Context: an optimization exercise on an open-source flow, tuned for small area, a short achievable clock period and few clock cycles per item. The choices shown serve that exercise and are no tape-out recipe. Only simulation tests tie the RTL to the original design; equivalence was not proved. In runs 1 to 4 and 6 to 10 the design's own scripts or RTL, not TritonCTS, make the clock network. No driver is modelled on the clock port, so clock power and skew are understated where the tree is cut down; a real chip needs a root buffer or a tree. Power and IR drop assume default switching activity.

==> design.v <==
`timescale 1ns / 1ps
module SquareRoot(outdata,checkflag,clk,rst,start,indata);
 input wire clk;
 input wire rst;
 input wire start;
 input wire [31:0] indata;
 output reg [15:0] outdata;    
 output reg checkflag;
 reg [13:0] h;       
 reg [15:0] r;       
 reg        neg;     
 reg        busy;
 reg [6:0]  j;       
 reg        late;    
 wire last = j[6] & ~j[5];       
 wire [15:0] m;
 assign m[1:0] = 2'b11;
 genvar k;
 generate
    for (k = 2; k <= 8; k = k + 1) begin : mlo
        assign m[k] = j[k-2] | late;
    end
    for (k = 9; k <= 14; k = k + 1) begin : mhi
        assign m[k] = late & ~j[k-9];
    end
 endgenerate
 assign m[15] = 1'b0;
 wire [17:0] sum = {r, h[13], outdata[15]} + {(outdata & m) ^ {16{~neg}}, 2'b11};
 function [4:0] first2;
    input [3:0] n;
    begin
    case (n)
    4'd0:  first2 = {2'd0, 3'd0};
    4'd1:  first2 = {2'd1, 3'd0};
    4'd2:  first2 = {2'd1, 3'd1};
    4'd3:  first2 = {2'd1, 3'd2};
    4'd4:  first2 = {2'd2, 3'd0};
    4'd5:  first2 = {2'd2, 3'd1};
    4'd6:  first2 = {2'd2, 3'd2};
    4'd7:  first2 = {2'd2, 3'd3};
    4'd8:  first2 = {2'd2, 3'd4};
    4'd9:  first2 = {2'd3, 3'd0};
    4'd10: first2 = {2'd3, 3'd1};
    4'd11: first2 = {2'd3, 3'd2};
    4'd12: first2 = {2'd3, 3'd3};
    4'd13: first2 = {2'd3, 3'd4};
    4'd14: first2 = {2'd3, 3'd5};
    default: first2 = {2'd3, 3'd6};
    endcase
    end
 endfunction
 wire [1:0] q0;
 wire [2:0] r0;
 assign {q0, r0} = first2(indata[31:28]);
 wire [13:0] hi_in, lo_in;
 generate
    for (k = 0; k < 14; k = k + 1) begin : split
        assign hi_in[k] = indata[2*k+1];
        assign lo_in[k] = indata[2*k];
    end
 endgenerate
 always @(posedge clk) begin
    if (!busy) begin
        h   <= hi_in;
        r   <= {13'd0, r0};
        neg <= 1'b0;
        j   <= 7'd0;
        late <= 1'b0;
    end else begin
        h   <= {h[12:0], 1'b0};
        r   <= sum[15:0];
        neg <= sum[17];
        j   <= {j[5:0], ~j[6]};
        late <= j[6] & (j[0] | j[5]);    
    end
 end
 wire sel_shift = busy;
 wire sel_load  = ~busy & start;
 wire sel_hold  = ~busy & ~start;
 always @(posedge clk)
    outdata <= ({16{sel_shift}} & {outdata[14:0], ~sum[17]})
             | ({16{sel_load}}  & {lo_in, q0})
             | ({16{sel_hold}}  & outdata);
 always @(posedge clk) begin
    if (rst) begin
        busy      <= 1'b0;
        checkflag <= 1'b0;
    end else if (start & !busy) begin
        busy      <= 1'b1;
        checkflag <= 1'b0;
    end else if (busy & last) begin
        busy      <= 1'b0;
        checkflag <= 1'b1;
    end
 end
endmodule
==> flow/run.sh <==
#!/bin/bash
set -euo pipefail
MARGIN=$(cat flow/margin.txt)
export PRE_CTS_TCL="$PWD/flow/pre_cts.tcl"
bash standard.sh "BUFFER_PORTS_ARGS=-buffer_cell sky130_fd_sc_hd__buf_1" \
  "SETUP_SLACK_MARGIN=$MARGIN" "PRE_CTS_TCL=$PRE_CTS_TCL" finish > standard.log 2>&1
==> flow/margin.txt <==
6.0
==> flow/pre_cts.tcl <==
# Sourced by ORFS's cts.tcl (PRE_CTS_TCL) just before clock_tree_synthesis.
# The design is small, so instead of TritonCTS's tree (a root buffer, eight
# leaf buffers and dummy loads) the clock port drives NBUF buffers directly,
# each driving the registers of one vertical stripe of the core: sinks are
# sorted by x and split evenly, and each buffer sits at its sinks' centroid.
# Every register sees one buffer between the port and its clock pin.
set ::manual_cts_nbuf 2
set ::manual_cts_cell sky130_fd_sc_hd__clkbuf_16

proc manual_cts {nbuf cb} {
  set block [ord::get_db_block]
  set clknet [$block findNet clk]
  set master [[ord::get_db] findMaster $cb]
  set sinks {}
  foreach iterm [$clknet getITerms] {
    set bb [[$iterm getInst] getBBox]
    lappend sinks [list [expr {([$bb xMin] + [$bb xMax]) / 2}] \
      [expr {([$bb yMin] + [$bb yMax]) / 2}] $iterm]
  }
  set sinks [lsort -integer -index 0 $sinks]
  set n [llength $sinks]
  puts "manual_cts: $n sinks, $nbuf x $cb"
  for {set k 0} {$k < $nbuf} {incr k} {
    set lo [expr {$k * $n / $nbuf}]
    set hi [expr {($k + 1) * $n / $nbuf - 1}]
    set buf [odb::dbInst_create $block $master clkbuf_${k}_clk]
    set net [odb::dbNet_create $block clknet_${k}_clk]
    $net setSigType CLOCK
    set sx 0
    set sy 0
    set m 0
    foreach s [lrange $sinks $lo $hi] {
      lassign $s x y iterm
      incr sx $x
      incr sy $y
      incr m
      $iterm disconnect
      $iterm connect $net
    }
    [$buf findITerm A] connect $clknet
    [$buf findITerm X] connect $net
    $buf setLocation [expr {$sx / $m}] [expr {$sy / $m}]
    $buf setPlacementStatus PLACED
  }
  set_propagated_clock [all_clocks]
}

rename clock_tree_synthesis tritoncts_clock_tree_synthesis
proc clock_tree_synthesis {args} {
  manual_cts $::manual_cts_nbuf $::manual_cts_cell
}
==> standard.sh <==
#!/bin/bash
# synth_recipe.tcl (not shown) runs the flow's synth.tcl, then flattens the netlist and writes it again
# the make line also repeats each setting of config.mk as NAME=value (left out here)
make -C /OpenROAD-flow-scripts/flow DESIGN_CONFIG=/design/flow/config.mk WORK_HOME=/design/flow/orfs CLKGATE_MAP_FILE= SYNTH_SCRIPT=/design/flow/synth_recipe.tcl "${@:-finish}"
==> config.mk <==
export PLATFORM = sky130hd
export DESIGN_NAME = SquareRoot
export DESIGN_NICKNAME = SquareRoot
export VERILOG_FILES = /design/flow/design.v
export SDC_FILE = /design/flow/constraint.sdc
export NUM_CORES = 4
export LEC_CHECK = 0
export ABC_AREA = 1
export CAP_MARGIN = 20
export CORE_MARGIN = 2
export CORE_UTILIZATION = 75
export SETUP_SLACK_MARGIN = 5
export SLEW_MARGIN = 20
==> constraint.sdc <==
create_clock -name core_clock -period 8.5 [get_ports {clk}]
set_input_delay 1.7000 -clock core_clock [delete_from_list [all_inputs] [get_ports {clk}]]
set_output_delay 1.7000 -clock core_clock [all_outputs]
set_load 0.01 [all_outputs]
==> results_dict.tcl, run 1 <==
set metrics [dict create \
    status "timing/DRC/antenna clean" \
    netSwitchingPower_mw 0.4733 \
    p_clk_frac 0.109 \
    drcViolationCount 0 \
    via_per_inst 5.572 \
    seq_power_share 0.346 \
    fin_nets 528 \
    power_density_nw_per_um2 316.7 \
    grt_first_pass_wirelength_um 11410 \
    endpoint_kind "primary output" \
    syn-cell-area_um2 2968 \
    initial_core_util 0.7928 \
    clk_latency_ns 0.17 \
    yosysWarningCount 1 \
    final_common_cell "nand2_1" \
    syn_inst 429 \
    die_h_um 66.91 \
    vias 2892 \
    max_cap_violations 0 \
    pin_count 52 \
    nFillCells 216 \
    grt_pass1_vias 2691 \
    power_frac_comb 0.546 \
    die_area_um2 4476 \
    synth_area_per_cell_um2 6.918 \
    cp_max_fo 4 \
    maxSlewHeadroom 0.5095 \
    first_pass_iters 5 \
    grt_overflow 0 \
    ir_worst_vdd_mv 0.2150 \
    clock-skew-final_ns 0.01818 \
    synth.distinct_cells 23 \
    required_ns 6.80 \
    fin_util 0.8687 \
    seq_area_frac_synth 0.3845 \
    crit_type "flop to primary output" \
    routedWlPerCell_um 13.72 \
    wl_um 7119 \
    worst_ep_arrival_time_ns 0.78 \
    period_share 0.2912 \
    setup_viol 0 \
    drt_iter0_drc 285 \
    cp_slowest_stage_delay_ns 0.42 \
    hold_viol_final 0 \
    slowest_stage "dfxtp_1" \
    crit_family "flip-flops" \
    place_hpwl_um 5045 \
    die_width_um 66.91 \
    syn_nets 484 \
    postRouteAntennaNets 0 \
    p_int_mw 0.5564 \
    ys_seq_elements 57 \
    cp_cell_sequence "buf_1" \
    routabilityCongestion 0.8367 \
    final_cell_mix "nand2_1 (150), dfxtp_1 (52), buf_1 (49)" \
    rows 22 \
    clkTransAtPathRegs_ns 0.12 \
    min_period_ns 2.475 \
    holdCritPathClass "flop to flop" \
    rsz0062_at_grt "no" \
    power_mw 1.030 \
    drive_above_1_share 0.04246 \
    num_antenna_cells 0 \
    grtUsageTotal 0.3201 \
    core_area_um2 3744 \
    grt_max_degree 53 \
    fmax_mhz 404.0 \
    worstSetupStartpointType "flop" \
    worst_slew_pin_slew_ns 0.7350 \
    slew_viol_final 0 \
    p_sw_frac 0.4597 \
    cp.buffers_inverters 1 \
    area_growth_pct 9.570 \
    fin_tns_setup_ns 0 \
    io_buffer_count 51 \
    antenna_found_initial 0 \
    power.leakage_nw 1.591 \
]
==> power groups by stage <==
stage / clock, mW / sequential, mW / combinational (mW)
3_3_place_gp: 0 / 0.357 / 0.511
2_1_floorplan: 0 / 0.349 / 0.426
4_1_cts: 0.110 / 0.354 / 0.546
6_report: 0.112 / 0.356 / 0.562
3_5_place_dp: 0 / 0.359 / 0.537
5_1_grt: 0.119 / 0.361 / 0.632
==> per-layer routing <==
| metal | vias up | routed length, µm | GRT usage |
|---|---|---|---|
| li1 | 1454 | - | - |
| met3 | 14 | 390 | 0.02365 |
| met5 | - | 0 | 0 |
| met4 | 0 | 164 | 0.08673 |
| met2 | 128 | 3481 | 0.5888 |
| met1 | 1296 | 3083 | 0.3996 |
==> path summary, 6_finish.rpt <==
path | startpoint | endpoint | slack (ns) | cells after the start
hold / removal | h[7]$_DFF_P_ | h[8]$_DFF_P_ | 0.44 | 2
hold reg to reg | h[7]$_DFF_P_ | h[8]$_DFF_P_ | 0.44 | 2
setup / recovery | outdata[0]$_DFF_P_ | outdata[0] | 6.02 | 1
setup reg to reg | neg$_SDFF_PN0_ | outdata[0]$_DFF_P_ | 6.19 | 10
==> worst min-delay path, cell delays in order, from the launching register on <==
cell and delay, ns:
dfxtp_1 0.32, nand2_1 0.05, nand2_1 0.05
==> final cells by class <==
type                            count  area, µm²  area share
Timing Repair Buffer               53      221.5     0.06810
Sequential cell                    57       1147      0.3528
Multi-Input combinational cell    321       1627      0.5002
Inverter                           38      146.4     0.04502
Buffer                              2      50.05     0.01539
Tap cell                           48      60.06     0.01847
==> registers in the layout (all words and copies together), names as in the netlist <==
register / flops
late: 1
h: 14
r: 16
busy: 1
j: 7
outdata: 16
neg: 1
checkflag: 1
==> kinds of logic (layout without fill, tap and decap cells) <==
group / Yosys count / count (layout) / synth area share
AO/OA/AOI/OAI: 63 / 63 / 0.1126
XOR/XNOR: 16 / 16 / 0.04722
AND/OR/NAND/NOR: 222 / 222 / 0.3023
flip-flops: 57 / 57 / 0.3845
buffers and inverters: 51 / 93 / 0.06914
adder cells (fa/ha/maj): 20 / 20 / 0.08432
==> per-stage QoR <==
stage	cell area (µm²)	cells	setup WS, ns	hold slack [ns]
after global routing	3252	519	6.005	0.4563
after detailed placement	3164	516	5.812	0.4111
after global placement	3164	516	5.876	0.4039
after floorplan	2968	429	6.084	0.4030
after CTS	3226	518	6.000	0.4214
final	3252	519	6.025	0.4358
==> timing repair <==
| action | CTS | global route |
|---|---|---|
| setup endpoints to repair | 5 | 19 |
| setup buffers | 0 | 1 |
| pin swaps | 0 | 0 |
| endpoints found under the hold margin | 0 | 0 |
| hold buffers | 0 | 0 |
| gates resized for setup | 5 | 6 |
==> cells in the mapped netlist <==
cell type	instances	area, µm²
nand3_2	1	10.01
o21ai_0	25	125.1
clkbuf_1	4	15.01
nand2_2	3	18.77
dfxtp_1	57	1141
buf_4	1	7.510
o211ai_1	1	7.510
nor2_1	31	116.4
xnor2_1	8	70.07
a21oi_1	31	155.2
nand3_1	31	155.2
o21bai_1	1	7.510
buf_2	8	40.04
o21a_1	2	15.01
a22oi_1	2	15.01
nand2_1	150	563.0
inv_1	38	142.6
a21oi_2	1	8.760
nor2_2	2	12.51
ha_1	20	250.2
and2_1	1	6.260
nor3_1	3	15.01
xor2_1	8	70.07
Testbench counts, summed over its fixed seeds: cycles 30,720, ops 2,048.
==> inputs of run 2 (changes only) <==
--- a/config.mk
+++ b/config.mk
@@ -6,6 +6,7 @@
 export NUM_CORES = 4
 export LEC_CHECK = 0
 export ABC_AREA = 1
+export ABC_CLOCK_PERIOD_IN_PS = 2500
 export CAP_MARGIN = 20
 export CORE_MARGIN = 2
 export CORE_UTILIZATION = 75
==> results_dict.tcl, run 2 <==
set metrics [dict create \
    r2r_cells 10 \
    cp.buffers_inverters 1 \
    syn_inst 429 \
    ir_worst_vdd_mv 0.2150 \
    final_common_cell "nand2_1" \
    layout_setup_ws_ns 6.025 \
    pre_cts_ws_ns 5.812 \
    die_h_um 66.91 \
    first_pass_iters 5 \
    holdCritPathClass "flop to flop" \
    syn_nets 484 \
    r2r-end "outdata[0]$_DFF_P_" \
    seq_area_frac_synth 0.3845 \
    fin_util 0.8687 \
    power_density_nw_per_um2 316.7 \
    crit_type "flop to primary output" \
    worstSetupStartpointType "flop" \
    drcViolationCount 0 \
    min_to "h[8]$_DFF_P_" \
    via_per_inst 5.572 \
    synth-edff-count 0 \
    synth_top_area_cell "dfxtp_1" \
    num_antenna_cells 0 \
    antenna_found_initial 0 \
    min_path_cells 2 \
    slew_viol_final 0 \
    worst_slew_pin_slew_ns 0.7350 \
    p_sw_frac 0.4597 \
    power.leakage_nw 1.591 \
    place_hpwl_um 5045 \
    grt_first_pass_wirelength_um 11410 \
    routabilityCongestion 0.8367 \
    period_share 0.2912 \
    cp_slowest_stage_delay_ns 0.42 \
    setup_viol 0 \
    die_width_um 66.91 \
    fin_nets 528 \
    min_period_ns 2.475 \
    max_cap_violations 0 \
    worst_ep_arrival_time_ns 0.78 \
    grt_max_degree 53 \
    syn-cell-area_um2 2968 \
    yosysWarningCount 1 \
    crit_family "flip-flops" \
    drive_above_1_share 0.04246 \
    pin_count 52 \
    grt_overflow 0 \
    synth_area_leaders "dfxtp_1 (38%), nand2_1 (19%), ha_1 (8.4%), a21oi_1 (5.2%), nand3_1 (5.2%)" \
    status "timing/DRC/antenna clean" \
    p_clk_frac 0.109 \
    maxSlewHeadroom 0.5095 \
    area_growth_pct 9.570 \
    postRouteAntennaNets 0 \
    rrSetupSlack_ns 6.19 \
    synth_commonest_cells "nand2_1 (150), dfxtp_1 (57), inv_1 (38)" \
    fmax_mhz 404.0 \
    async_flop_share 0 \
    clkTransAtPathRegs_ns 0.12 \
    required_ns 6.80 \
    critical_path.reg2reg.startpoint "neg$_SDFF_PN0_" \
    hp-start "h[7]$_DFF_P_" \
    seq_power_share 0.346 \
    grtUsageTotal 0.3201 \
    slowest_stage "dfxtp_1" \
    fin_tns_setup_ns 0 \
    rsz0062_at_grt "no" \
    hold_buffers 0 \
    wl_um 7119 \
    cp_cell_sequence "buf_1" \
    vias 2892 \
    synth.distinct_cells 23 \
    grt_pass1_vias 2691 \
    netSwitchingPower_mw 0.4733 \
    clk_latency_ns 0.17 \
    synth_top_cell_area_share 0.3845 \
    synth_area_per_cell_um2 6.918 \
    ys_seq_elements 57 \
    yosysMostFrequentCell "nand2_1" \
    top_regs "outdata: 16 flops, r: 16 flops, h: 14 flops" \
    cp_max_fo 4 \
    power_frac_comb 0.546 \
    io_buffer_count 51 \
    synth_ff_type "dfxtp_1" \
    routedWlPerCell_um 13.72 \
    final_cell_mix "nand2_1 (150), dfxtp_1 (52), buf_1 (49)" \
    hold_viol_final 0 \
    initial_core_util 0.7928 \
    drt_iter0_drc 285 \
    p_int_mw 0.5564 \
    rows 22 \
    endpoint_kind "primary output" \
    die_area_um2 4476 \
    clock-skew-final_ns 0.01818 \
    core_area_um2 3744 \
]
==> run 2: worst max-delay path by stage <==
stage                                  start            endpoint  slack (ns)  cells after the start
after floorplan                   indata[28]        r[1]$_DFF_P_        6.08                      5
after detailed placement          indata[28]        r[1]$_DFF_P_        5.81                      6
after global routing      outdata[0]$_DFF_P_          outdata[0]        6.01                      1
after CTS                              start  outdata[2]$_DFF_P_        6.00                      5
after global placement            indata[28]        r[1]$_DFF_P_        5.88                      6
final                     outdata[0]$_DFF_P_          outdata[0]        6.02                      1
==> run 2: logic make-up (layout without fill, tap and decap cells) <==
logic type,count (synthesis),in the layout,share of synthesized area
fa+ha+maj,20,20,0.08432
buf+inv,51,93,0.06914
xor+xnor,16,16,0.04722
simple gates,222,222,0.3023
compound gates,63,63,0.1126
flops,57,57,0.3845
==> run 2: repair_timing <==
action / in CTS / in global routing
pin swaps: 0 / 0
setup buffers: 0 / 1
endpoints found under the hold margin: 0 / 0
setup endpoints to repair: 5 / 19
resized for setup: 5 / 6
==> run 2: routing by layer <==
| layer | GRT usage | vias to the layer above | wire (µm) |
|---|---|---|---|
| met5 | 0 | - | 0 |
| li1 | - | 1454 | - |
| met2 | 0.5888 | 128 | 3481 |
| met1 | 0.3996 | 1296 | 3083 |
| met4 | 0.08673 | 0 | 164 |
| met3 | 0.02365 | 14 | 390 |
==> run 2: layout make-up <==
class | count | area [µm²]
buffer | 2 | 50.05
fill | 216 | 491.7
timing repair buffer | 53 | 221.5
inverter | 38 | 146.4
tap | 48 | 60.06
multi-input combinational | 321 | 1627
sequential | 57 | 1147
==> run 2: worst register-to-register path: stages, from the launching register on <==
cell	delay, ns
dfxtp_2	0.64
xor2_1	0.25
ha_1	0.32
nand2_2	0.11
inv_1	0.05
a21oi_1	0.22
nand3_2	0.19
nand2_2	0.10
nand3_1	0.13
nand3_1	0.14
nand2_1	0.06
==> run 2: through the flow <==
| step | instance area (µm²) | instances | power [mW] | hold slack (ns) |
|---|---|---|---|---|
| after floorplan | 2968 | 429 | 0.7753 | 0.4030 |
| after global placement | 3164 | 516 | 0.8685 | 0.4039 |
| after detailed placement | 3164 | 516 | 0.8966 | 0.4111 |
| after CTS | 3226 | 518 | 1.010 | 0.4214 |
| after global routing | 3252 | 519 | 1.112 | 0.4563 |
| final | 3252 | 519 | 1.030 | 0.4358 |
==> run 2: power groups by stage <==
stage | combinational, mW | clock [mW] | sequential [mW]
global placement | 0.511 | 0 | 0.357
CTS | 0.546 | 0.110 | 0.354
detailed placement | 0.537 | 0 | 0.359
finish | 0.562 | 0.112 | 0.356
floorplan | 0.426 | 0 | 0.349
global route | 0.632 | 0.119 | 0.361
==> inputs of run 3 (changes only) <==
==> flow/run.sh (replaced) <==
#!/bin/bash
set -euo pipefail
MARGIN=$(cat flow/margin.txt)
export PRE_CTS_TCL="$PWD/flow/pre_cts.tcl"
bash standard.sh "SYNTH_SCRIPT=$PWD/flow/synth.tcl" \
  "BUFFER_PORTS_ARGS=-buffer_cell sky130_fd_sc_hd__buf_1" \
  "SETUP_SLACK_MARGIN=$MARGIN" "PRE_CTS_TCL=$PRE_CTS_TCL" finish > standard.log 2>&1
==> flow/abc.script (new file) <==
strash
&get -n
&st
&dch -f
&nf -a
&put
topo
stime -c
buffer -c
upsize -c
dnsize -c
==> flow/synth.tcl (new file) <==
# The standard synthesis (synth_recipe.tcl, which keeps the registers and
# their names), with ABC given flow/abc.script instead of ORFS's script.
set ::own_abc_script [file join [file dirname [file normalize [info script]]] abc.script]
proc abc {args} {
  set i [lsearch -exact $args -script]
  if {$i >= 0} { lset args [expr {$i + 1}] $::own_abc_script }
  yosys abc {*}$args
}
source [file join [file dirname [file dirname [file normalize [info script]]]] synth_recipe.tcl]
--- a/config.mk
+++ b/config.mk
@@ -6,7 +6,6 @@
 export NUM_CORES = 4
 export LEC_CHECK = 0
 export ABC_AREA = 1
-export ABC_CLOCK_PERIOD_IN_PS = 2500
 export CAP_MARGIN = 20
 export CORE_MARGIN = 2
 export CORE_UTILIZATION = 75
==> results_dict.tcl, run 3 <==
set metrics [dict create \
    power_density_nw_per_um2 349.0 \
    crit_start "late$_SDFF_PN0_" \
    cp_max_fo 13 \
    ys_seq_elements 57 \
    final_common_cell "dfxtp_1" \
    first_pass_iters 8 \
    clk_latency_ns 0.17 \
    synth_area_per_cell_um2 9.005 \
    final_cell_mix "dfxtp_1 (49), buf_1 (47), nor2_1 (30)" \
    core_area_um2 3416 \
    endpoint_kind "flop" \
    synth_ff_type "dfxtp_1" \
    pin_count 52 \
    clock-skew-final_ns 0.007976 \
    routabilityCongestion 0.8925 \
    syn_inst 305 \
    grt_overflow 0 \
    rows 21 \
    synth_top_cell_area_share 0.4155 \
    cp_cell_sequence "o21ai_1, xor2_1, ha_1, nand2_1, nor4_1, a221o_1, a31oi_4, xnor2_2, o21ai_1" \
    routedWlPerCell_um 21.55 \
    min_path_cells 1 \
    power.leakage_nw 1.325 \
    rrSetupSlack_ns 5.91 \
    maxSlewHeadroom 0.6721 \
    worstSetupStartpointType "flop" \
    cp_slowest_stage_delay_ns 0.41 \
    initial_core_util 0.8040 \
    via_per_inst 6.678 \
    wl_um 8620 \
    grtUsageTotal 0.3482 \
    yosysMostFrequentCell "dfxtp_1" \
    grt_pass1_vias 2408 \
    r2r_cells 9 \
    num_antenna_cells 0 \
    slowest_stage "dfxtp_4" \
    instances_no_fill 400 \
    dp.cells 391 \
    syn_nets 360 \
    hp-start "h[6]$_DFF_P_" \
    postRouteAntennaNets 0 \
    synth_top_area_cell "dfxtp_1" \
    area_growth_pct 16.08 \
    drt_iter0_drc 512 \
    seq_area_frac_synth 0.4155 \
    worst_slew_pin_slew_ns 0.4919 \
    status "timing/DRC/antenna clean" \
    fmax_mhz 386.8 \
    drive_above_1_share 0.1412 \
    grt_first_pass_wirelength_um 11530 \
    critical_path.reg2reg.startpoint "late$_SDFF_PN0_" \
    synth_commonest_cells "dfxtp_1 (57), nor2_1 (31), a21oi_1 (24), nand2_1 (24), o21ai_0 (24)" \
    layout_setup_ws_ns 5.914 \
    crit_type "flop to flop" \
    min_period_ns 2.586 \
    place_hpwl_um 4695 \
    worst_ep_arrival_time_ns 2.63 \
    die_width_um 64.52 \
    clkTransAtPathRegs_ns 0.11 \
    vias 2671 \
    nFillCells 102 \
    synth-edff-count 0 \
    die_area_um2 4162 \
    max_cap_violations 0 \
    holdCritPathClass "flop to flop" \
    top_regs "outdata: 16 flops, r: 16 flops, h: 14 flops" \
    ir_worst_vdd_mv 0.2409 \
    antenna_found_initial 0 \
    slew_viol_final 0 \
    grt_max_degree 48 \
    synth.distinct_cells 34 \
    cp_common_cell "o21ai_1" \
    syn-cell-area_um2 2746 \
    rsz0062_at_grt "yes" \
    drcViolationCount 0 \
    yosysWarningCount 1 \
    required_ns 8.54 \
    period_share 0.3042 \
    fin_tns_setup_ns 0 \
    io_buffer_count 51 \
    fin_nets 411 \
    synth_area_leaders "dfxtp_1 (42%), ha_1 (9.1%), mux2_2 (5.3%), a222oi_1 (5.1%), xnor2_1 (4.8%)" \
    pre_cts_ws_ns 5.306 \
    die_h_um 64.52 \
    async_flop_share 0 \
    hold_viol_final 0 \
    setup_viol 0 \
]
-- run 3: changes by cell type after synthesis, sizes merged, moves of 5 or more --
cell,previous run,this run
nand2,153,24
nand3,32,2
inv,38,20
a222oi,0,14
mux2,0,13
a21oi,32,25
xnor2,8,15
and2,1,7
buf,9,3
clkbuf,4,9
xor2,8,13
-- run 3: cell type report --
| cell class | instances | area [µm²] | area share |
|---|---|---|---|
| timing repair buffer | 59 | 296.5 | 0.09301 |
| multi-input combinational | 216 | 1553 | 0.4870 |
| buffer | 2 | 50.05 | 0.01570 |
| inverter | 20 | 75.07 | 0.02355 |
| tap | 46 | 57.56 | 0.01805 |
| sequential | 57 | 1156 | 0.3626 |
-- run 3: kinds of logic (layout without fill, tap and decap cells) --
family	Yosys count	count (layout)	synth area share
AO/OA/AOI/OAI	81	81	0.1900
AND/OR/NAND/NOR	74	74	0.1166
flip-flops	57	57	0.4155
buffers and inverters	32	81	0.04419
XOR/XNOR	28	28	0.08930
adder cells (fa/ha/maj)	20	20	0.09112
multiplexers	13	13	0.05330
-- run 3: worst paths after layout --
kind	to
setup / recovery	outdata[0]$_DFF_P_
hold / removal	h[7]$_DFF_P_
setup reg to reg	outdata[0]$_DFF_P_
hold reg to reg	h[7]$_DFF_P_
-- run 3: per-stage QoR --
stage          hold WS, ns    util  power, mW  cell area, µm²
6_report            0.4741  0.9333      1.113            3188
5_1_grt             0.4941  0.9333      1.162            3188
4_1_cts             0.4424  0.8952      1.031            3058
3_5_place_dp        0.4396  0.8656     0.8797            2957
3_3_place_gp        0.4047  0.8656     0.8560            2957
2_1_floorplan       0.3945       -     0.7643            2760
-- run 3: per-layer routing --
layer  GRT usage  vias to the layer above  share of wire
met2      0.6510                      237           0.48
li1            -                     1171              -
met1      0.4408                     1222           0.36
met4     0.06117                        0          0.045
met5           0                        -              0
met3     0.03125                       41           0.11
-- run 3: what timing repair did --
action	4_1_cts	5_1_grt
resized for setup	16	25
setup endpoints to repair	28	26
endpoints found under the hold margin	0	0
pin swaps	3	5
gates cloned	0	1
hold buffers	0	0
buffers inserted	0	6
-- run 3: where the power goes --
part | total, mW | internal (mW) | switching (mW)
combinational | 0.635 | 0.253 | 0.382
clock | 0.113 | 0.0438 | 0.0696
sequential | 0.364 | 0.319 | 0.0453
total | 1.11 | 0.616 | 0.497
-- run 3: critical path: cells and delay by family, from the launching register on --
family,cells,cell delay (ns)
AO/OA/AOI/OAI,4,0.78
XOR/XNOR,2,0.51
AND/OR/NAND/NOR,2,0.49
flip-flops,1,0.41
adder cells (fa/ha/maj),1,0.26
==> inputs of run 4 (changes only) <==
==> flow/abc.script (replaced) <==
strash
dch -f
map -a
topo
stime -c
buffer -c
upsize -c
dnsize -c
==> results_dict.tcl, run 4 <==
set metrics [dict create \
    antenna_found_initial 0 \
    power.leakage_nw 1.424 \
    nFillCells 204 \
    wl_met2_um 3410 \
    crit_family "flip-flops" \
    place_area_um2 2993 \
    pre_cts_ws_ns 5.581 \
    r2r_cells 13 \
    maxSlewHeadroom 0.7243 \
    max_cap_violations 0 \
    slowest_stage "dfxtp_1" \
    final_cell_mix "nand2_1 (82), dfxtp_1 (54), buf_1 (48)" \
    cp_cell_sequence "buf_1" \
    async_flop_share 0 \
    dp.cells 443 \
    core_area_um2 3606 \
    syn-cell-area_um2 2778 \
    top_regs "outdata: 16 flops, r: 16 flops, h: 14 flops" \
    instances_no_fill 455 \
    worstSetupStartpointType "flop" \
    grt_overflow 0 \
    hold_buffers 0 \
    synth_ff_type "dfxtp_1" \
    num_antenna_cells 0 \
    grt_first_pass_wirelength_um 10140 \
    clkTransAtPathRegs_ns 0.11 \
    routedWlPerCell_um 15.09 \
    first_pass_iters 5 \
    ys_seq_elements 57 \
    grt_pass1_vias 2433 \
    die_area_um2 4206 \
    rows 22 \
    yosysMostFrequentCell "nand2_1" \
    drcViolationCount 0 \
    postRouteAntennaNets 0 \
    hold_viol_final 0 \
    die_h_um 64.86 \
    routabilityCongestion 0.8346 \
    synth.distinct_cells 30 \
    required_ns 6.80 \
    yosysWarningCount 1 \
    finalInstanceArea_um2 3173 \
    synth-edff-count 0 \
    cp_slowest_stage_delay_ns 0.46 \
    top_layer_used "met4" \
    synth_area_per_cell_um2 7.847 \
    min_path_cells 2 \
    clock-skew-final_ns 0.01527 \
    drt_iter0_drc 192 \
    vias 2636 \
    fin_tns_setup_ns 0 \
    synth_top_cell_area_share 0.4108 \
    rrSetupSlack_ns 6.08 \
    syn_nets 409 \
    endpoint_kind "primary output" \
    status "timing/DRC/antenna clean" \
    io_buffer_count 51 \
    synth_top_area_cell "dfxtp_1" \
    whs_ns 0.4260 \
    cp_max_fo 4 \
    period_share 0.2956 \
    worst_ep_arrival_time_ns 0.81 \
    pin_count 52 \
    fmax_mhz 398.0 \
    final_common_cell "nand2_1" \
    grtUsageTotal 0.2950 \
    grt_max_degree 41 \
    area_growth_pct 14.23 \
    worst_slew_pin_slew_ns 0.4135 \
    synth_commonest_cells "nand2_1 (83), dfxtp_1 (57), a21oi_1 (30)" \
    regArea_um2 1150 \
    min_period_ns 2.513 \
    ir_worst_vdd_mv 0.1863 \
    crit_type "flop to primary output" \
    met1Wirelength_um 2915 \
    setup_viol 0 \
    initial_core_util 0.7703 \
    via_per_inst 5.793 \
    multiInputGateArea_um2 1504 \
    slew_viol_final 0 \
    clk_latency_ns 0.17 \
    die_width_um 64.86 \
    drive_above_1_share 0.1081 \
    rsz0062_at_grt "yes" \
    power_mw 1.055 \
    cp.buffers_inverters 1 \
    fin_util 0.8799 \
    wl_met3_um 359 \
    wl_um 6864 \
    hp-start "h[10]$_DFF_P_" \
    min_to "h[11]$_DFF_P_" \
    r2r-end "outdata[0]$_DFF_P_" \
    syn_inst 354 \
    power_density_nw_per_um2 332.4 \
    critical_path.reg2reg.startpoint "outdata[0]$_DFF_P_" \
    fin_nets 464 \
    seq_area_frac_synth 0.4108 \
    holdCritPathClass "flop to flop" \
    place_hpwl_um 4463 \
    synth_area_leaders "dfxtp_1 (41%), nand2_1 (11%), ha_1 (9.0%), xor2_1 (5.7%), a21oi_1 (5.4%)" \
    layout_setup_ws_ns 5.987 \
]
==> run 4: routing by layer <==
layer | up-vias | track usage
met1 | 1216 | 0.3790
met2 | 111 | 0.5503
met4 | 0 | 0.03989
met5 | - | 0
li1 | 1286 | -
met3 | 23 | 0.02257
==> run 4: worst max-delay path by stage <==
stage	slack (ns)	endpoint	depth (start not counted)	from
finish	5.99	outdata[0]	1	outdata[0]$_DFF_P_
global route	5.93	r[15]$_SDFF_PN0_	11	outdata[0]$_DFF_P_
CTS	5.99	r[14]$_SDFF_PN0_	14	neg$_SDFF_PN0_
detailed placement	5.58	outdata[14]$_DFF_P_	4	start
global placement	5.66	outdata[15]$_DFF_P_	4	start
floorplan	6.07	r[1]$_DFF_P_	5	indata[28]
==> run 4: layout make-up <==
class                           instances  area share
Timing Repair Buffer                   62     0.08754
Timing Repair inverter                  1    0.002366
Buffer                                  2     0.01577
Sequential cell                        57      0.3624
Multi-Input combinational cell        253      0.4740
Inverter                               32     0.03904
Tap cell                               48     0.01893
==> run 4: power by group <==
group	internal (mW)	switching (mW)
clock	0.0437	0.0683
combinational	0.221	0.370
sequential	0.319	0.0331
total	0.584	0.471
==> run 4: logic make-up after synthesis <==
family | share of synthesized area
adders and majority gates | 0.09009
buffers and inverters | 0.06171
xor gates and xnor gates | 0.06306
DFF | 0.4108
and+or+nand+nor | 0.1847
AOI/OAI and AO/OA | 0.1896
==> run 4: timing repair <==
action                                  4_1_cts  5_1_grt
endpoints found under the setup margin       27       25
pin swaps                                     0        7
buffers inserted                              0        9
resized for setup                             8       15
cloned                                        0        1
==> inputs of run 5 (changes only) <==
==> flow/abc.script (replaced) <==
strash
dc2
dch -f
map -a
topo
stime -c
buffer -c
upsize -c
dnsize -c
==> results_dict.tcl, run 5 <==
set metrics [dict create \
    seq_area_frac_synth 0.4226 \
    yosysWarningCount 1 \
    io_buffer_count 51 \
    synth_commonest_cells "nand2_1 (82), dfxtp_1 (57), inv_1 (31)" \
    yosysMostFrequentCell "nand2_1" \
    synth_top_area_cell "dfxtp_1" \
    worst_endpoint "outdata[0]$_DFF_P_/D" \
    die_h_um 64 \
    routabilityCongestion 0.8689 \
    synth_top_cell_area_share 0.4226 \
    syn_nets 394 \
    grt_max_degree 45 \
    synth-edff-count 0 \
    tool.error "[ERROR GRT-0232] Routing congestion too high. Check the congestion heatmap in the GUI." \
    worst_endpoint_kind "register data pin" \
    rows 21 \
    syn-cell-area_um2 2700 \
    synth_ff_type "dfxtp_1" \
    pin_count 52 \
    synth.distinct_cells 32 \
    hold_buffers 0 \
    initial_core_util 0.7966 \
    place_hpwl_um 4512 \
    synth_area_leaders "dfxtp_1 (42%), nand2_1 (11%), ha_1 (9.3%), xor2_1 (4.9%), o21ai_0 (4.6%)" \
    dp.cells 424 \
    syn_inst 339 \
    async_flop_share 0 \
    grt_overflow 225 \
    pre_cts_ws_ns 4.763 \
    grtUsageTotal 0.8745 \
    die_width_um 64 \
    ys_seq_elements 57 \
    status "did not finish" \
    synth_area_per_cell_um2 7.965 \
    lastStage "global routing" \
]
-- run 5: cell count changes after synthesis, moves of 2 or more --
cell	delta
nand3_1	-2
nor3_1	-3
nand2_2	+2
nor3_2	-2
a21oi_1	-13
or2_1	+2
inv_1	+3
xor2_1	-3
clkbuf_1	+2
o21a_1	-4
a21oi_2	+2
-- run 5: how the worst min path moves through the flow --
stage                          from             to  slack, ns  cells past startpoint
CTS                   h[12]$_DFF_P_  h[13]$_DFF_P_       0.43                      2
detailed placement  h[0]$_SDFF_PP0_   h[1]$_DFF_P_       0.41                      2
global placement    h[0]$_SDFF_PP0_   h[1]$_DFF_P_       0.41                      2
floorplan              h[9]$_DFF_P_  h[10]$_DFF_P_       0.40                      2
-- run 5: routing by layer --
layer	global-route usage	overflow
met5	0	0
met4	0.9565	55
met3	0.5933	0
met2	1.155	169
met1	0.8486	1
-- run 5: power groups by stage --
stage          Clock, mW  Sequential (mW)  Combinational, mW
3_5_place_dp           0            0.376              0.576
4_1_cts            0.110            0.361              0.812
2_1_floorplan          0            0.359              0.471
3_3_place_gp           0            0.375              0.525
-- run 5: cells by family after synthesis --
family	share of synthesized area
buffers and inverters	0.06580
adder cells (fa/ha/maj)	0.09268
XOR/XNOR	0.05515
AO/OA/AOI/OAI	0.1779
flip-flops	0.4226
AND/OR/NAND/NOR	0.1858
-- run 5: what timing repair did --
item,4_1_cts
setup buffers,26
pin swaps,14
gates resized for setup,15
setup endpoints to repair,28
hold endpoints to repair,0
-- run 5: per-stage QoR --
stage	cell area, µm²	utilization	hold WS, ns
4_1_cts	3192	0.9417	0.4299
3_5_place_dp	2907	0.8575	0.4136
2_1_floorplan	2723	-	0.4030
3_3_place_gp	2907	0.8575	0.4064
==> inputs of run 6 (changes only) <==
==> flow/abc.script (replaced) <==
strash
dch -f
map -a
topo
stime -c
==> results_dict.tcl, run 6 <==
set metrics [dict create \
    first_pass_iters 6 \
    worst_slew_pin_slew_ns 0.5111 \
    hold_viol_final 0 \
    antenna_found_initial 0 \
    final_common_cell "nand2_1" \
    power_density_nw_per_um2 369.1 \
    postRouteAntennaNets 0 \
    netSwitchingPower_mw 0.5550 \
    clk_latency_ns 0.17 \
    drive_above_1_share 0.1338 \
    p_sw_frac 0.4659 \
    syn_nets 397 \
    synth_area_per_cell_um2 7.847 \
    p_int_mw 0.6364 \
    grt_max_degree 41 \
    vias 3026 \
    yosysMostFrequentCell "nand2_1" \
    core_area_um2 3390 \
    cp_slowest_stage_delay_ns 0.39 \
    routabilityCongestion 0.8862 \
    crit_type "flop to flop" \
    seq_power_share 0.303 \
    die_area_um2 4073 \
    min_period_ns 2.571 \
    fmax_mhz 388.9 \
    clock-skew-final_ns 0.01767 \
    holdCritPathClass "flop to flop" \
    synth_area_leaders "dfxtp_1 (43%), nand2_1 (12%), ha_1 (9.3%), a21oi_1 (6.0%), xor2_1 (5.9%)" \
    min_path_cells 2 \
    fin_nets 468 \
    grtUsageTotal 0.3477 \
    initial_core_util 0.7918 \
    cp_common_cell "nand2_1" \
    maxSlewHeadroom 0.6589 \
    power_frac_comb 0.602 \
    grt_pass1_vias 2568 \
    die_width_um 63.82 \
    num_antenna_cells 0 \
    synth_ff_type "dfxtp_1" \
    clkTransAtPathRegs_ns 0.12 \
    period_share 0.3025 \
    seq_area_frac_synth 0.4252 \
    die_h_um 63.82 \
    synth.distinct_cells 18 \
    ir_worst_vdd_mv 0.2079 \
    required_ns 8.61 \
    finalInstanceArea_um2 3228 \
    cp_cell_sequence "xnor2_1, ha_1, clkinvlp_4, o31ai_4, nand3_1, nand2_1, inv_2, nor3_2, nor2_1, a21oi_2, nand2_1, nand2_1, o21ai_0, a21oi_1" \
    wl_um 9045 \
    worst_ep_arrival_time_ns 2.68 \
    synth-edff-count 0 \
    p_clk_frac 0.095 \
    drt_iter0_drc 561 \
    slowest_stage "dfxtp_4" \
    syn_inst 342 \
    final_cell_mix "nand2_1 (83), dfxtp_1 (52), buf_1 (48)" \
    async_flop_share 0 \
    yosysWarningCount 1 \
    synth_top_area_cell "dfxtp_1" \
    io_buffer_count 51 \
    synth_top_cell_area_share 0.4252 \
    worstSetupStartpointType "flop" \
    fin_util 0.9524 \
    rows 21 \
    r2r_cells 14 \
    top_regs "outdata: 16 flops, r: 16 flops, h: 14 flops" \
    endpoint_kind "flop" \
    power_mw 1.191 \
    place_area_um2 2945 \
    place_hpwl_um 4718 \
    status "timing/DRC/antenna clean" \
    area_growth_pct 20.28 \
    synth_commonest_cells "nand2_1 (83), dfxtp_1 (57), a21oi_1 (32), clkinv_1 (32), o21ai_0 (28)" \
    grt_overflow 0 \
    slew_viol_final 0 \
    max_cap_violations 0 \
    power.leakage_nw 1.384 \
    syn-cell-area_um2 2684 \
    rsz0062_at_grt "yes" \
    routedWlPerCell_um 19.79 \
    cp_max_fo 5 \
    pin_count 52 \
    hold_buffers 0 \
    grt_first_pass_wirelength_um 11620 \
    ys_seq_elements 57 \
    setup_viol 0 \
    fin_tns_setup_ns 0 \
    via_per_inst 6.621 \
    drcViolationCount 0 \
]
-- run 6: cell type report --
type,instances,area (µm²)
Buffer,2,50.05
Multi-Input combinational cell,253,1523
Tap cell,46,57.56
Timing Repair Buffer,67,315.3
Inverter,32,130.1
Sequential cell,57,1152
Fill cell,93,161.4
-- run 6: metrics by stage --
step	std cells	worst slack [ns]	hold slack [ns]
after CTS	446	5.873	0.4351
final	457	5.929	0.4386
after floorplan	342	6.017	0.4030
after detailed placement	440	5.612	0.4130
after global routing	457	5.813	0.4603
after global placement	440	5.746	0.4056
-- run 6: path summary, 6_finish.rpt --
kind                       start               end  slack, ns
setup reg to reg  neg$_SDFF_PN0_  r[14]$_SDFF_PN0_       5.93
setup / recovery  neg$_SDFF_PN0_  r[14]$_SDFF_PN0_       5.93
hold / removal      h[6]$_DFF_P_      h[7]$_DFF_P_       0.44
hold reg to reg     h[6]$_DFF_P_      h[7]$_DFF_P_       0.44
-- run 6: critical path: cells and delay by family, from the launching register on --
kind,cells,cell delay [ns]
and+or+nand+nor,6,0.72
buffers and inverters,2,0.21
adders and majority gates,1,0.36
xor gates and xnor gates,1,0.15
AOI/OAI and AO/OA,4,0.67
DFF,1,0.39
-- run 6: routing by layer --
metal	track usage	wire, µm	vias to the layer above
met4	0.08424	519	0
met1	0.4468	3307	1376
met3	0.02289	929	73
li1	-	-	1287
met2	0.6328	4288	290
met5	0	0	-
-- run 6: timing repair --
item / CTS / global route
hold endpoints to repair: 0 / 0
resized for setup: 16 / 29
setup endpoints to repair: 28 / 24
pin swaps: 2 / 16
setup buffers: 4 / 11
-- run 6: logic make-up after synthesis --
family,after synthesis,synth area share
simple gates,127,0.1855
buf+inv,32,0.04476
compound gates,86,0.1860
flops,57,0.4252
fa+ha+maj,20,0.09324
xor+xnor,20,0.06527
-- run 6: power by group through the flow --
stage,clock [mW],combinational [mW],sequential [mW]
3_5_place_dp,0,0.479,0.364
2_1_floorplan,0,0.357,0.362
4_1_cts,0.111,0.514,0.353
5_1_grt,0.117,0.754,0.363
6_report,0.114,0.717,0.360
3_3_place_gp,0,0.443,0.363
==> inputs of run 7 (changes only) <==
==> flow/abc.script (replaced) <==
strash
dc2
dch -f
map -a
topo
stime -c
buffer -c
upsize -c
dnsize -c
--- a/config.mk
+++ b/config.mk
@@ -8,6 +8,6 @@
 export ABC_AREA = 1
 export CAP_MARGIN = 20
 export CORE_MARGIN = 2
-export CORE_UTILIZATION = 75
+export CORE_UTILIZATION = 65
 export SETUP_SLACK_MARGIN = 5
 export SLEW_MARGIN = 20
==> results_dict.tcl, run 7 <==
set metrics [dict create \
    holdCritPathClass "flop to flop" \
    area_growth_pct 31.42 \
    final_common_cell "nand2_1" \
    synth_top_area_cell "dfxtp_1" \
    fin_nets 501 \
    power.leakage_nw 1.679 \
    max_cap_violations 0 \
    core_area_um2 4000 \
    r2r-end "outdata[0]$_DFF_P_" \
    endpoint_kind "flop" \
    routedWlPerCell_um 19.72 \
    clk_latency_ns 0.18 \
    status "timing/DRC/antenna clean" \
    via_per_inst 6.083 \
    seq_area_frac_synth 0.4226 \
    die_h_um 68.45 \
    grt_overflow 0 \
    async_flop_share 0 \
    netSwitchingPower_mw 0.7814 \
    synth_area_per_cell_um2 7.965 \
    synth_ff_type "dfxtp_1" \
    setup_viol 0 \
    r2r_cells 26 \
    yosysMostFrequentCell "nand2_1" \
    io_buffer_count 51 \
    cp-endpoint "outdata[0]$_DFF_P_" \
    worst_ep_arrival_time_ns 3.89 \
    nFillCells 184 \
    grt_pass1_vias 2701 \
    grt_max_degree 45 \
    clock-skew-final_ns 0.02416 \
    fin_util 0.8871 \
    slew_viol_final 0 \
    syn_inst 339 \
    first_pass_iters 6 \
    crit_type "flop to flop" \
    die_width_um 68.45 \
    vias 3005 \
    hold_buffers 0 \
    fin_tns_setup_ns 0 \
    grtUsageTotal 0.3738 \
    synth.distinct_cells 32 \
    p_sw_frac 0.4263 \
    syn-cell-area_um2 2700 \
    die_area_um2 4685 \
    synth_area_leaders "dfxtp_1 (42%), nand2_1 (11%), ha_1 (9.3%), xor2_1 (4.9%), o21ai_0 (4.6%)" \
    synth-edff-count 0 \
    final_cell_mix "nand2_1 (80), buf_4 (61), dfxtp_1 (48), buf_1 (48), inv_1 (28)" \
    top_regs "outdata: 16 flops, r: 16 flops, h: 14 flops" \
    worstSetupStartpointType "flop" \
    fmax_mhz 262.1 \
    maxSlewHeadroom 0.2480 \
    synth_commonest_cells "nand2_1 (82), dfxtp_1 (57), inv_1 (31)" \
    min_period_ns 3.816 \
    power_density_nw_per_um2 516.5 \
    num_antenna_cells 0 \
    cp_max_fo 3 \
    rrSetupSlack_ns 4.68 \
    routabilityCongestion 0.8245 \
    seq_power_share 0.202 \
    drive_above_1_share 0.2523 \
    grt_first_pass_wirelength_um 12940 \
    p_clk_frac 0.063 \
    pin_count 52 \
    drcViolationCount 0 \
    critical_path.reg2reg.startpoint "neg$_SDFF_PN0_" \
    rows 23 \
    antenna_found_initial 0 \
    worst_slew_pin_slew_ns 1.124 \
    clkTransAtPathRegs_ns 0.12 \
    place_hpwl_um 3944 \
    rsz0062_at_grt "yes" \
    yosysWarningCount 1 \
    drt_iter0_drc 361 \
    wl_um 9743 \
    crit_start "neg$_SDFF_PN0_" \
    syn_nets 394 \
    hold_viol_final 0 \
    synth_top_cell_area_share 0.4226 \
    required_ns 8.57 \
    initial_core_util 0.6750 \
    power_frac_comb 0.736 \
    period_share 0.4489 \
    postRouteAntennaNets 0 \
    ir_worst_vdd_mv 0.2355 \
    p_int_mw 1.051 \
    ys_seq_elements 57 \
]
run 7: layer usage:
layer | wire length (µm) | share of wire | up-vias | track usage
met3 | 1100 | 0.11 | 105 | 0.09539
li1 | - | - | 1317 | -
met4 | 847 | 0.087 | 0 | 0.2325
met2 | 4502 | 0.46 | 277 | 0.6214
met1 | 3293 | 0.34 | 1306 | 0.4249
met5 | 0 | 0 | - | 0
run 7: cells by family after synthesis:
| group | synth area share |
|---|---|
| flip-flops | 0.4226 |
| AND/OR/NAND/NOR | 0.1858 |
| XOR/XNOR | 0.05515 |
| AO/OA/AOI/OAI | 0.1779 |
| buffers and inverters | 0.06580 |
| adder cells (fa/ha/maj) | 0.09268 |
run 7: cell type report:
class	instances	area (µm²)	area share
inverter	34	127.6	0.03597
multi-input combinational	235	1453	0.4094
tap	50	62.56	0.01763
buffer	2	50.05	0.01410
sequential	57	1157	0.3262
timing repair buffer	116	698.2	0.1968
run 7: how the worst min path moves through the flow:
stage                     to  cells after the start  slack, ns    startpoint
5_1_grt        h[10]$_DFF_P_                      2       0.46  h[9]$_DFF_P_
4_1_cts        h[10]$_DFF_P_                      2       0.44  h[9]$_DFF_P_
6_report       h[10]$_DFF_P_                      2       0.44  h[9]$_DFF_P_
2_1_floorplan  h[10]$_DFF_P_                      2       0.40  h[9]$_DFF_P_
3_5_place_dp   h[10]$_DFF_P_                      2       0.41  h[9]$_DFF_P_
3_3_place_gp   h[10]$_DFF_P_                      2       0.41  h[9]$_DFF_P_
run 7: what timing repair did:
action / 4_1_cts / 5_1_grt
pin swaps: 8 / 14
buffers inserted: 57 / 7
gates cloned: 0 / 0
setup endpoints to repair: 28 / 36
resized for setup: 16 / 25
run 7: critical path, cell delays in order (launching register included):
cell and delay [ns]:
dfxtp_4 0.39, xnor2_2 0.14, ha_1 0.32, inv_2 0.09, buf_4 0.13, a21oi_2 0.04
or2_1 0.24, nand2_1 0.08, nand2_1 0.06, a21oi_2 0.29, inv_2 0.10, nand2_1 0.08
nand2_1 0.07, a21oi_2 0.20, inv_2 0.07, a31oi_4 0.15, o31ai_2 0.11, and2_4 0.17
o21ai_2 0.14, nand2_2 0.09, nand2_2 0.08, nor2_1 0.05, nand3_2 0.06, o211a_4 0.17
o21ai_2 0.06, a21oi_2 0.19, o22ai_1 0.10
run 7: power groups by stage:
| stage | Combinational (mW) | Sequential [mW] | Clock [mW] |
|---|---|---|---|
| floorplan | 0.471 | 0.359 | 0 |
| global placement | 0.529 | 0.376 | 0 |
| detailed placement | 0.542 | 0.376 | 0 |
| CTS | 1.01 | 0.361 | 0.114 |
| global route | 1.44 | 0.375 | 0.121 |
| finish | 1.35 | 0.369 | 0.115 |
run 7: through the flow:
| stage | hold WS (ns) | setup WS, ns | instances | power [mW] | cell area (µm²) |
|---|---|---|---|---|---|
| global route | 0.4641 | 4.261 | 494 | 1.932 | 3548 |
| finish | 0.4363 | 4.684 | 494 | 1.833 | 3548 |
| floorplan | 0.4030 | 5.436 | 339 | 0.8303 | 2723 |
| detailed placement | 0.4145 | 4.861 | 428 | 0.9183 | 2912 |
| global placement | 0.4056 | 4.895 | 428 | 0.9044 | 2912 |
| CTS | 0.4413 | 5.474 | 487 | 1.482 | 3433 |
==> inputs of run 8 (changes only) <==
==> flow/abc.script (replaced) <==
strash
dch -f
map -a
topo
stime -c
buffer -c
upsize -c
dnsize -c
==> results_dict.tcl, run 8 <==
set metrics [dict create \
    drive_above_1_share 0.09429 \
    synth.distinct_cells 30 \
    whs_ns 0.4358 \
    clkTransAtPathRegs_ns 0.11 \
    final_cell_mix "nand2_1 (82), dfxtp_1 (54), buf_1 (49)" \
    io_buffer_count 51 \
    rsz0062_at_grt "yes" \
    r2r-end "outdata[0]$_DFF_P_" \
    synth_area_leaders "dfxtp_1 (41%), nand2_1 (11%), ha_1 (9.0%), xor2_1 (5.7%), a21oi_1 (5.4%)" \
    maxSlewHeadroom 0.7120 \
    max_cap_violations 0 \
    period_share 0.2900 \
    power_density_nw_per_um2 312.7 \
    worst_slew_pin_slew_ns 0.4320 \
    min_to "h[11]$_DFF_P_" \
    crit_type "primary input to flop" \
    cp_cell_sequence "buf_1, nand2_2, clkinvlp_4, buf_12, a22oi_1, nand2_1" \
    ys_seq_elements 57 \
    routabilityCongestion 0.8661 \
    synth_area_per_cell_um2 7.847 \
    cp_max_fo 12 \
    pin_count 52 \
    grt_overflow 0 \
    vias 2446 \
    synth_compound_area_frac 0.1896 \
    ir_worst_vdd_mv 0.2116 \
    min_period_ns 2.465 \
    critical_path.reg2reg.startpoint "late$_SDFF_PN0_" \
    clock-skew-final_ns 0.009357 \
    async_flop_share 0 \
    final_common_cell "nand2_1" \
    synthSimpleGateAreaFrac 0.1847 \
    nFillCells 321 \
    initial_core_util 0.6846 \
    die_h_um 69.37 \
    hp-start "h[10]$_DFF_P_" \
    top_regs "outdata: 16 flops, r: 16 flops, h: 14 flops" \
    area_growth_pct 14.32 \
    yosysWarningCount 1 \
    r2r_cells 14 \
    fin_tns_setup_ns 0 \
    min_path_cells 2 \
    syn-cell-area_um2 2778 \
    via_per_inst 5.400 \
    yosysMostFrequentCell "nand2_1" \
    fmax_mhz 405.7 \
    synth-edff-count 0 \
    synth_xor_area_frac 0.06306 \
    drt_iter0_drc 87 \
    syn_nets 409 \
    met1Wirelength_um 2811 \
    synth_top_family_by_area "compound AO/OA/AOI/OAI gates" \
    power.leakage_nw 1.414 \
    synth.area.mux_share 0 \
    place_hpwl_um 4458 \
    hold_viol_final 0 \
    clk_latency_ns 0.17 \
    slowest_stage "buf_12" \
    grtUsageTotal 0.2430 \
    cp_slowest_stage_delay_ns 0.17 \
    worst_ep_arrival_time_ns 2.52 \
    grt_pass1_vias 2256 \
    endpoint_kind "flop" \
    wl_um 6029 \
    synth_top_area_cell "dfxtp_1" \
    synth_top_cell_area_share 0.4108 \
    postRouteAntennaNets 0 \
    die_area_um2 4812 \
    rrSetupSlack_ns 6.16 \
    slew_viol_final 0 \
    grt_max_degree 41 \
    setup_viol 0 \
    fin_nets 460 \
    worstSetupStartpointType "primary input" \
    top_layer_used "met4" \
    status "timing/DRC/antenna clean" \
    grt_first_pass_wirelength_um 10120 \
    synthAdderAreaFrac 0.09009 \
    synth_commonest_cells "nand2_1 (83), dfxtp_1 (57), a21oi_1 (30)" \
    required_ns 8.55 \
    die_width_um 69.37 \
    synth_ff_type "dfxtp_1" \
    seq_area_frac_synth 0.4108 \
    antenna_found_initial 0 \
    wl_met3_um 329 \
    drcViolationCount 0 \
    routedWlPerCell_um 13.31 \
    rows 23 \
    holdCritPathClass "flop to flop" \
    num_antenna_cells 0 \
    wl_met2_um 2821 \
    first_pass_iters 6 \
    core_area_um2 4058 \
    syn_inst 354 \
]
-- run 8: changes by cell type in the layout (fill, tap and decap cells not counted), sizes merged, moves of 2 or more --
cell and change:
xor2 +3, buf -57, o21ai -2, a21oi +11, or2 -2, o211ai +2, inv -3, nor3 +5
o21a +4, a31oi -2, nand3 +2
-- run 8: layout make-up --
type                    instances  area (µm²)  share of cell area
flip-flops and latches         57        1150              0.3621
multi-input cells             253        1510              0.4756
plain buffers                   2       50.05             0.01576
repair buffers                 59       279.0             0.08786
well taps                      50       62.56             0.01970
inverters                      32       123.9             0.03901
-- run 8: timing repair --
item | CTS | global route
hold buffers | 0 | 0
pin swaps | 0 | 2
gates resized for setup | 5 | 15
setup endpoints to repair | 26 | 26
buffers inserted | 0 | 6
-- run 8: kinds of logic (layout without fill, tap and decap cells) --
kind of cell / after synthesis / in the layout
compound gates: 86 / 86
fa+ha+maj: 20 / 20
buf+inv: 44 / 93
flops: 57 / 57
simple gates: 127 / 127
xor+xnor: 20 / 20
-- run 8: metal layers --
layer | up-vias | GRT usage
met3 | 7 | 0.01744
met2 | 74 | 0.4177
met4 | 0 | 0.01961
met5 | - | 0
met1 | 1089 | 0.3503
li1 | 1276 | -
-- run 8: report_power, final --
part | switching, mW | internal [mW] | leakage, nW | total, mW
clock network | 0.0650 | 0.0436 | 0.0246 | 0.109
logic | 0.324 | 0.207 | 0.913 | 0.530
registers | 0.0346 | 0.319 | 0.477 | 0.354
-- run 8: worst max-delay path by stage --
stage / startpoint / slack [ns] / depth (start not counted) / to
floorplan: indata[28] / 6.07 / 5 / r[1]$_DFF_P_
global placement: start / 5.66 / 4 / outdata[15]$_DFF_P_
detailed placement: start / 5.55 / 4 / outdata[15]$_DFF_P_
CTS: neg$_SDFF_PN0_ / 6.00 / 11 / r[15]$_SDFF_PN0_
global route: start / 5.99 / 6 / outdata[7]$_DFF_P_
finish: start / 6.04 / 6 / outdata[7]$_DFF_P_
-- run 8: through the flow --
step                      cells    util  area [µm²]  setup slack, ns  power, mW
final                       453  0.7826        3176            6.035     0.9929
after CTS                   447  0.7518        3050            6.001     0.9642
after global routing        453  0.7826        3176            5.986      1.080
after global placement      445  0.7382        2995            5.656     0.8414
after detailed placement    445  0.7382        2995            5.550     0.8550
after floorplan             354       -        2779            6.073     0.7566
-- run 8: worst max-delay path: cells and delay by family --
family | cells | cell delay [ns]
buffers and inverters | 3 | 0.44
and+or+nand+nor | 2 | 0.20
AOI/OAI and AO/OA | 1 | 0.17
==> inputs of run 9 (changes only) <==
--- a/config.mk
+++ b/config.mk
@@ -8,6 +8,6 @@
 export ABC_AREA = 1
 export CAP_MARGIN = 20
 export CORE_MARGIN = 2
-export CORE_UTILIZATION = 65
+export CORE_UTILIZATION = 60
 export SETUP_SLACK_MARGIN = 5
 export SLEW_MARGIN = 20
==> results_dict.tcl, run 9 <==
set metrics [dict create \
    status "timing/DRC/antenna clean" \
    period_share 0.2891 \
    die_width_um 72.04 \
    instances_no_fill 460 \
    final_cell_mix "nand2_1 (82), dfxtp_1 (54), buf_1 (49)" \
    syn_nets 409 \
    die_area_um2 5190 \
    top_regs "outdata: 16 flops, r: 16 flops, h: 14 flops" \
    seq_area_frac_synth 0.4108 \
    yosysWarningCount 1 \
    ys_seq_elements 57 \
    synth_area_per_cell_um2 7.847 \
    worstSetupStartpointType "flop" \
    async_flop_share 0 \
    postRouteAntennaNets 0 \
    required_ns 6.80 \
    rsz0062_at_grt "yes" \
    syn-cell-area_um2 2778 \
    synth-edff-count 0 \
    grtUsageTotal 0.2273 \
    fmax_mhz 407.0 \
    core_area_um2 4414 \
    wl_met2_um 2678 \
    synth_top_area_cell "dfxtp_1" \
    crit_type "flop to primary output" \
    cp.buffers_inverters 1 \
    clock-skew-final_ns 0.01218 \
    clkTransAtPathRegs_ns 0.11 \
    drt_iter0_drc 143 \
    synth_commonest_cells "nand2_1 (83), dfxtp_1 (57), a21oi_1 (30)" \
    via_per_inst 5.239 \
    die_h_um 72.04 \
    synth.distinct_cells 30 \
    cp_max_fo 4 \
    endpoint_kind "primary output" \
    fin_nets 465 \
    first_pass_iters 4 \
    yosysMostFrequentCell "nand2_1" \
    vias 2410 \
    hold_buffers 0 \
    pin_count 52 \
    worst_slew_pin_slew_ns 0.4456 \
    io_buffer_count 51 \
    grt_max_degree 42 \
    syn_inst 354 \
    max_cap_violations 0 \
    ir_worst_vdd_mv 0.2181 \
    grt_overflow 0 \
    wl_um 5872 \
    synth_top_cell_area_share 0.4108 \
    cp_slowest_stage_delay_ns 0.41 \
    slowest_stage "dfxtp_1" \
    slew_viol_final 0 \
    crit_start "outdata[0]$_DFF_P_" \
    synth_ff_type "dfxtp_1" \
    rows 24 \
    final_common_cell "nand2_1" \
    grt_pass1_vias 2247 \
    place_hpwl_um 4227 \
    fin_util 0.7231 \
    wl_met3_um 195 \
    drcViolationCount 0 \
    place_area_um2 2998 \
    top_layer_used "met4" \
    fin_tns_setup_ns 0 \
    clk_latency_ns 0.17 \
    hold_viol_final 0 \
    finalInstanceArea_um2 3192 \
    maxSlewHeadroom 0.7030 \
    routabilityCongestion 0.8445 \
    num_antenna_cells 0 \
    holdCritPathClass "flop to flop" \
    dp.cells 447 \
    worst_ep_arrival_time_ns 0.76 \
    antenna_found_initial 0 \
    power_density_nw_per_um2 314.4 \
    cp_cell_sequence "buf_1" \
    drive_above_1_share 0.09804 \
    met1Wirelength_um 2971 \
    synth_area_leaders "dfxtp_1 (41%), nand2_1 (11%), ha_1 (9.0%), xor2_1 (5.7%), a21oi_1 (5.4%)" \
    power.leakage_nw 1.436 \
    setup_viol 0 \
    hp-start "h[10]$_DFF_P_" \
    crit_family "flip-flops" \
    grt_first_pass_wirelength_um 9853 \
    area_growth_pct 14.91 \
    initial_core_util 0.6293 \
    routedWlPerCell_um 12.77 \
    critical_path.reg2reg.startpoint "late$_SDFF_PN0_" \
    min_period_ns 2.457 \
]
run 9: changes by cell type in the layout (fill, tap and decap cells not counted):
cell | before | now
xor2_2 | 1 | 0
a22oi_1 | 13 | 14
a21oi_1 | 27 | 28
o21ai_2 | 1 | 2
o21ai_4 | 1 | 0
a22oi_2 | 1 | 0
a21oi_2 | 5 | 4
xor2_1 | 17 | 18
buf_4 | 6 | 11
run 9: cell families after synthesis:
kind of cell,count (synthesis),share of synthesized area
and+or+nand+nor,127,0.1847
AOI/OAI and AO/OA,86,0.1896
DFF,57,0.4108
buffers and inverters,44,0.06171
xor gates and xnor gates,20,0.06306
adders and majority gates,20,0.09009
run 9: worst register-to-register path, stage by stage, from the launching register on:
cell and delay (ns):
dfxtp_4 0.38, o21ai_2 0.17, xor2_1 0.21, ha_1 0.32, inv_2 0.07, nor2_1 0.04
inv_1 0.07, o21ai_1 0.07, a21oi_2 0.15, buf_4 0.15, o21ai_2 0.07, a21oi_2 0.18
nor3_1 0.06, nor2_1 0.12, xor2_1 0.16, nor2_1 0.05
run 9: routing by layer:
metal	up-vias	GRT usage
met2	43	0.3930
met4	0	0.02096
met5	-	0
met3	2	0.01111
li1	1289	-
met1	1076	0.3284
run 9: area by class of cell:
cell class / count / area, µm²
Timing Repair Buffer: 64 / 316.6
Sequential cell: 57 / 1150
Buffer: 2 / 50.05
Multi-Input combinational cell: 253 / 1486
Inverter: 32 / 123.9
Tap cell: 52 / 65.06
Fill cell: 366 / 1222
run 9: path summary, 6_finish.rpt:
path	endpoint	slack, ns	depth (start not counted)
setup / recovery	outdata[0]	6.04	1
hold reg to reg	h[11]$_DFF_P_	0.42	2
hold / removal	h[11]$_DFF_P_	0.42	2
setup reg to reg	r[15]$_SDFF_PN0_	6.15	15
run 9: metrics by stage:
step	setup slack, ns	total power [mW]	hold slack (ns)
final	6.043	1.004	0.4242
after global routing	5.930	1.096	0.4663
after CTS	6.005	0.9680	0.4267
after detailed placement	5.585	0.8535	0.4114
after global placement	5.642	0.8457	0.4058
after floorplan	6.073	0.7566	0.4030
run 9: timing repair:
action,CTS,global route
gates resized for setup,3,13
pin swaps,0,5
endpoints found under the setup margin,26,19
setup buffers,0,11
run 9: where the power goes:
group | switching, mW | total [mW] | leakage [nW] | internal [mW]
clock | 0.0681 | 0.112 | 0.0246 | 0.0437
sequential | 0.0317 | 0.351 | 0.477 | 0.319
combinational | 0.326 | 0.541 | 0.935 | 0.214
total | 0.426 | 1.00 | 1.44 | 0.577
==> inputs of run 10 (changes only) <==
==> flow/margin.txt (replaced) <==
5.9
--- a/config.mk
+++ b/config.mk
@@ -8,6 +8,6 @@
 export ABC_AREA = 1
 export CAP_MARGIN = 20
 export CORE_MARGIN = 2
-export CORE_UTILIZATION = 60
+export CORE_UTILIZATION = 55
 export SETUP_SLACK_MARGIN = 5
 export SLEW_MARGIN = 20
==> results_dict.tcl, run 10 <==
set metrics [dict create \
    grt_overflow 0 \
    routedWlPerCell_um 12.04 \
    synth_ff_type "dfxtp_1" \
    cp_max_fo 6 \
    ir_worst_vdd_mv 0.2130 \
    slowest_stage "clkinvlp_4" \
    die_area_um2 5635 \
    pre_cts_ws_ns 5.606 \
    area_growth_pct 12.07 \
    fmax_mhz 392.0 \
    synth.distinct_cells 30 \
    clkTransAtPathRegs_ns 0.11 \
    seq_area_frac_synth 0.4108 \
    yosysWarningCount 1 \
    ys_seq_elements 57 \
    rsz0062_at_grt "yes" \
    grtUsageTotal 0.2038 \
    fin_tns_setup_ns 0 \
    maxSlewHeadroom 0.6216 \
    synth_xor_area_frac 0.06306 \
    core_area_um2 4786 \
    final_cell_mix "nand2_1 (83), dfxtp_1 (55), buf_1 (51)" \
    clk_latency_ns 0.17 \
    layout_setup_ws_ns 5.949 \
    min_period_ns 2.551 \
    synth-edff-count 0 \
    crit_type "primary input to flop" \
    grt_pass1_vias 2058 \
    routabilityCongestion 0.9041 \
    vias 2371 \
    worst_slew_pin_slew_ns 0.5670 \
    syn_nets 409 \
    fin_nets 457 \
    drive_above_1_share 0.06250 \
    wl_um 5624 \
    synth_area_per_cell_um2 7.847 \
    clock-skew-final_ns 0.01525 \
    io_buffer_count 51 \
    pin_count 52 \
    wl_met2_um 2435 \
    async_flop_share 0 \
    synth_compound_area_frac 0.1896 \
    period_share 0.3001 \
    synthSimpleGateAreaFrac 0.1847 \
    postRouteAntennaNets 0 \
    top_layer_used "met4" \
    synth_top_area_cell "dfxtp_1" \
    met1Wirelength_um 2990 \
    final_common_cell "nand2_1" \
    power.leakage_nw 1.384 \
    worstSetupStartpointType "primary input" \
    drt_iter0_drc 106 \
    required_ns 8.54 \
    rows 25 \
    synth.area.mux_share 0 \
    nFillCells 472 \
    cp_slowest_stage_delay_ns 0.21 \
    cp_cell_sequence "buf_1, nand2_1, clkinvlp_4, buf_4, a22oi_1, o21ai_0" \
    syn_inst 354 \
    endpoint_kind "flop" \
    die_width_um 75.07 \
    holdCritPathClass "flop to flop" \
    syn-cell-area_um2 2778 \
    num_antenna_cells 0 \
    max_cap_violations 0 \
    hold_viol_final 0 \
    status "timing/DRC/antenna clean" \
    drcViolationCount 0 \
    synth_commonest_cells "nand2_1 (83), dfxtp_1 (57), a21oi_1 (30)" \
    initial_core_util 0.5804 \
    top_regs "outdata: 16 flops, r: 16 flops, h: 14 flops" \
    grt_first_pass_wirelength_um 9349 \
    slew_viol_final 0 \
    power_density_nw_per_um2 310.0 \
    first_pass_iters 4 \
    synth_top_family_by_area "compound AO/OA/AOI/OAI gates" \
    fin_util 0.6505 \
    antenna_found_initial 0 \
    die_h_um 75.07 \
    setup_viol 0 \
    place_hpwl_um 4243 \
    wl_met3_um 168 \
    yosysMostFrequentCell "nand2_1" \
    synth_top_cell_area_share 0.4108 \
    synth_area_leaders "dfxtp_1 (41%), nand2_1 (11%), ha_1 (9.0%), xor2_1 (5.7%), a21oi_1 (5.4%)" \
    worst_ep_arrival_time_ns 2.59 \
    grt_max_degree 40 \
    via_per_inst 5.077 \
    synthAdderAreaFrac 0.09009 \
]
run 10: cell counts after synthesis:
No cell type changed its count.
run 10: power breakdown:
part,internal [mW],switching (mW),leakage [nW]
Sequential,0.319,0.0386,0.476
Combinational,0.192,0.305,0.883
Clock,0.0437,0.0669,0.0246
run 10: worst paths after layout:
path	start	to	slack, ns	cells after the start
max	start	outdata[2]$_DFF_P_	5.95	6
min	h[10]$_DFF_P_	h[11]$_DFF_P_	0.43	2
max reg2reg	late$_SDFF_PN0_	outdata[0]$_DFF_P_	6.10	16
min reg2reg	h[10]$_DFF_P_	h[11]$_DFF_P_	0.43	2
run 10: through the flow:
stage	hold WS, ns	cells	power [mW]	area [µm²]
4_1_cts	0.4316	464	0.9665	3070
3_3_place_gp	0.4051	462	0.8485	3017
5_1_grt	0.4434	467	1.050	3113
2_1_floorplan	0.4030	354	0.7561	2778
3_5_place_dp	0.4131	462	0.8537	3017
6_report	0.4266	467	0.9649	3113
run 10: what timing repair did:
item	CTS	global route
buffers inserted	0	3
setup endpoints to repair	13	10
hold buffers	0	0
pin swaps	0	0
gates resized for setup	2	5
run 10: worst max-delay path, delay by kind of cell:
family	cells	cell delay [ns]
AO/OA/AOI/OAI	2	0.23
AND/OR/NAND/NOR	1	0.19
buffers and inverters	3	0.47
run 10: per-layer routing:
metal / vias to the layer above / global-route usage
met2: 41 / 0.3343
li1: 1267 / -
met3: 2 / 0.01205
met4: 0 / 0.007937
met1: 1061 / 0.3118
met5: - / 0
run 10: logic make-up (layout without fill, tap and decap cells):
| kind of cell | after synthesis | in the layout |
|---|---|---|
| DFF | 57 | 57 |
| AOI/OAI and AO/OA | 86 | 86 |
| adders and majority gates | 20 | 20 |
| and+or+nand+nor | 127 | 127 |
| buffers and inverters | 44 | 90 |
| xor gates and xnor gates | 20 | 20 |
run 10: layout make-up:
| cell class | count | area (µm²) | share of cell area |
|---|---|---|---|
| sequential | 57 | 1146 | 0.3682 |
| buffer | 2 | 50.05 | 0.01608 |
| tap | 67 | 83.83 | 0.02693 |
| multi-input combinational | 253 | 1468 | 0.4715 |
| inverter | 32 | 123.9 | 0.03979 |
| timing repair buffer | 56 | 241.5 | 0.07757 |
